This is an optimization exercise on Yosys and OpenROAD, whose aim is small area, not a production implementation.
Function was checked by simulation only, so behaviour that the tests miss may differ from the original.
Power is estimated from default activity; no workload was simulated.

== build 26 ==
## SisArrayMM
module SisArrayMM #(
    parameter data_size = 16,
    parameter grid_size = 3
    ) (
    input  wire clk,
    input  wire reset,
    input  wire [data_size - 1 : 0] a1,
    input  wire [data_size - 1 : 0] a2,
    input  wire [data_size - 1 : 0] a3,
    input  wire [data_size - 1 : 0] b1,
    input  wire [data_size - 1 : 0] b2,
    input  wire [data_size - 1 : 0] b3,
    output wire [data_size - 1 : 0] c13,
    output wire [data_size - 1 : 0] c23,
    output wire [data_size - 1 : 0] c31,
    output wire [data_size - 1 : 0] c32,
    output wire [data_size - 1 : 0] c33
    );
    reg r1, r2;
    always @(posedge clk) begin
        r1 <= reset;
        r2 <= r1;
    end
    wire rz = reset | r1 | r2;
    reg [15:0] a1_1, a1_2, a2_1, b1_1, b1_2, b2_1;
    always @(posedge clk) begin
        a1_1 <= ~a1;
        a1_2 <= a1_1;
        a2_1 <= ~a2;
        b1_1 <= ~b1;
        b1_2 <= b1_1;
        b2_1 <= ~b2;
    end
    assign c23 = r23;
    assign c32 = r32;
    assign c33 = r33;
    wire [15:0] nb1 = ~b1, nb2 = ~b2, nb3 = ~b3;
    reg [15:0] r13;
    reg [15:0] r31;
    reg [16:0] p23;
    reg [15:0] r23;
    reg [16:0] p32;
    reg [15:0] r32;
    reg [17:0] q1;
    reg [15:0] q2;
    reg [15:0] r33;
    wire bo_1 = ~(a3[0] ^ 1'b0);
    wire bt_2 = ~((a3[1] ^ a3[0]) & (a3[0] ~^ 1'b0));
    wire bo_3 = ~(a3[2] ^ a3[1]);
    wire bt_4 = ~((a3[3] ^ a3[2]) & (a3[2] ~^ a3[1]));
    wire bo_5 = ~(a3[4] ^ a3[3]);
    wire bt_6 = ~((a3[5] ^ a3[4]) & (a3[4] ~^ a3[3]));
    wire bo_7 = ~(a3[6] ^ a3[5]);
    wire bt_8 = ~((a3[7] ^ a3[6]) & (a3[6] ~^ a3[5]));
    wire bo_9 = ~(a3[8] ^ a3[7]);
    wire bt_10 = ~((a3[9] ^ a3[8]) & (a3[8] ~^ a3[7]));
    wire bo_11 = ~(a3[10] ^ a3[9]);
    wire bt_12 = ~((a3[11] ^ a3[10]) & (a3[10] ~^ a3[9]));
    wire bo_13 = ~(a3[12] ^ a3[11]);
    wire bt_14 = ~((a3[13] ^ a3[12]) & (a3[12] ~^ a3[11]));
    wire bo_15 = ~(a3[14] ^ a3[13]);
    wire bt_16 = ~((a3[15] ^ a3[14]) & (a3[14] ~^ a3[13]));
    wire bp_17, bs_18;
  ...
Size in the first run: roughly 250 flip-flops, roughly 180 I/O pins, ~27000 µm² of cells after synthesis.
Settings: LEC_CHECK=0, CAP_MARGIN=20, CORE_MARGIN=2, CORE_UTILIZATION=70, CTS_CLUSTER_DIAMETER=100, CTS_CLUSTER_SIZE=24, SLEW_MARGIN=20, SYNTH_HIERARCHICAL=1, SYNTH_MINIMUM_KEEP_SIZE=0; clock period 8.0 ns.
standard.sh (not shown) runs the stock make flow with config.mk's settings and CLKGATE_MAP_FILE= SYNTH_SCRIPT=/design/flow/synth_recipe.tcl, a recipe that flattens the netlist after the stock synthesis.
==> flow/flow/run.sh <==
#!/bin/bash
# Layout flow: the standard ORFS flow (standard.sh), unchanged except
# that the port buffers that global placement inserts are sky130 buf_1
# cells instead of the default delay buffer (clkdlybuf4s50_1); the resizer
# still resizes them as timing and slew need.
set -uo pipefail
bash standard.sh synth > synth.log 2>&1 || exit 1
bash standard.sh "BUFFER_PORTS_ARGS=-buffer_cell sky130_fd_sc_hd__buf_1" finish > layout.log 2>&1
Build 26 completed; timing, DRC and antenna clean
[inputs] build 31 vs build 26
Settings: CORE_UTILIZATION now 60, was 70.
Findings:
Global-route met3 utilization ends up higher on build 26. Of the two candidates, build 26 has the worse setup slack and build 31 the better one. When build 31 is measured against build 26, its signed area change from the synthesized netlist to the final layout turns out 0.66 points higher. [compare] base=build 26 new=build 31: via count now sits lower, cell internal power dissipation now sits lower, instance count after placement with tap cells included now sits higher, share of the core filled with cells in the final layout now sits lower, switching power of the nets now sits lower. Build 31 ends up with lower first-pass GRT wire length than build 26 does.
--- input diff build 31..build 1 ---
Settings: a change of CORE_UTILIZATION from 60 to 75; an added PLACE_DENSITY of 0.8.
[summary]
Build 1 against build 31: core footprint now sits lower; peak per-stage delay on the critical path grew by 0.11 ns; total via count after detailed routing higher. Build 1 ended up with a higher part of the power in combinational logic than build 31 did. Summary: final critical-path required period, build 1 worse than build 31. Re worst hold slack: build 1 is 0.022 ns up on build 31. Final area for build 1 is lower than for build 31.
The inputs of build 77 differ from those of build 1 as listed below.
Settings: swapping 100 for 80 in CTS_CLUSTER_DIAMETER; clearing PLACE_DENSITY, which used to be 0.8; swapping 24 for 28 in CTS_CLUSTER_SIZE.
--- outcome ---
From build 1 to build 77 the numbers moved as follows: final-layout non-clock buffer area share held, power share of the combinational group went down by 0.8 points.
Build 77 consumes more power than build 1 does.
Taking build 1 as the reference point, the register-to-register setup slack of build 77 rises by 0.04 ns.
In terms of sequential share of layout area, build 77 and build 1 differ only marginally.
Across both runs, clock power was higher for build 77 than for build 1.
The number of standard cells in the layout, taps in and fillers out in build 77 sits about 0.4% above the value recorded for build 1.
The final layouts of build 77 and build 1 pass the timing, design-rule and antenna checks.
### build 77 -> build 37
Settings: CORE_UTILIZATION changed from 75 to 78; CTS_CLUSTER_SIZE changed from 28 to 24; CTS_CLUSTER_DIAMETER changed from 80 to 100.
[summary]
In build 37, the clock network fraction of total power came out 1.0 points below the value in build 77.
Compared with build 77, in build 37 cell area after layout went down about 0.9%, fmax up about 0.3%, cell-internal power moved down.

==> port drivers added, routing unchanged <==
The results above use ideal ports. As a check the final layouts listed here were re-extracted and re-timed, cells and wires unchanged. Step 1, drivers: a clkbuf_16 drives clk and a buf_2 each remaining input, both assumed. Step 2 also shifts input and output timing later by t, the mid clock arrival at the registers, as if the neighbouring blocks saw the same clock. Slacks: ideal ports / drivers / drivers and shift; pairs: ideal ports / drivers.
run	t, ns	slack for setup (ns)	clock arrival spread, ns	worst register clock-pin slew, ns
build 26	0.593	0.561 / 0.598 / 0.005	0.039 / 0.039	0.11 / 0.11
build 31	0.597	0.672 / 0.710 / 0.113	0.030 / 0.030	0.11 / 0.11
build 1	0.591	0.205 / 0.240 / -0.351	0.021 / 0.020	0.10 / 0.10
build 77	0.609	0.150 / 0.181 / -0.428	0.049 / 0.049	0.11 / 0.11
build 37	0.588	0.174 / 0.202 / -0.386	0.024 / 0.024	0.11 / 0.11
With both steps, setup timing fails in build 1, build 77 and build 37, where it was met with ideal ports. For build 77, which loses most, drivers alone change the setup slack by +0.031 ns; drivers and shift together by -0.578 ns.
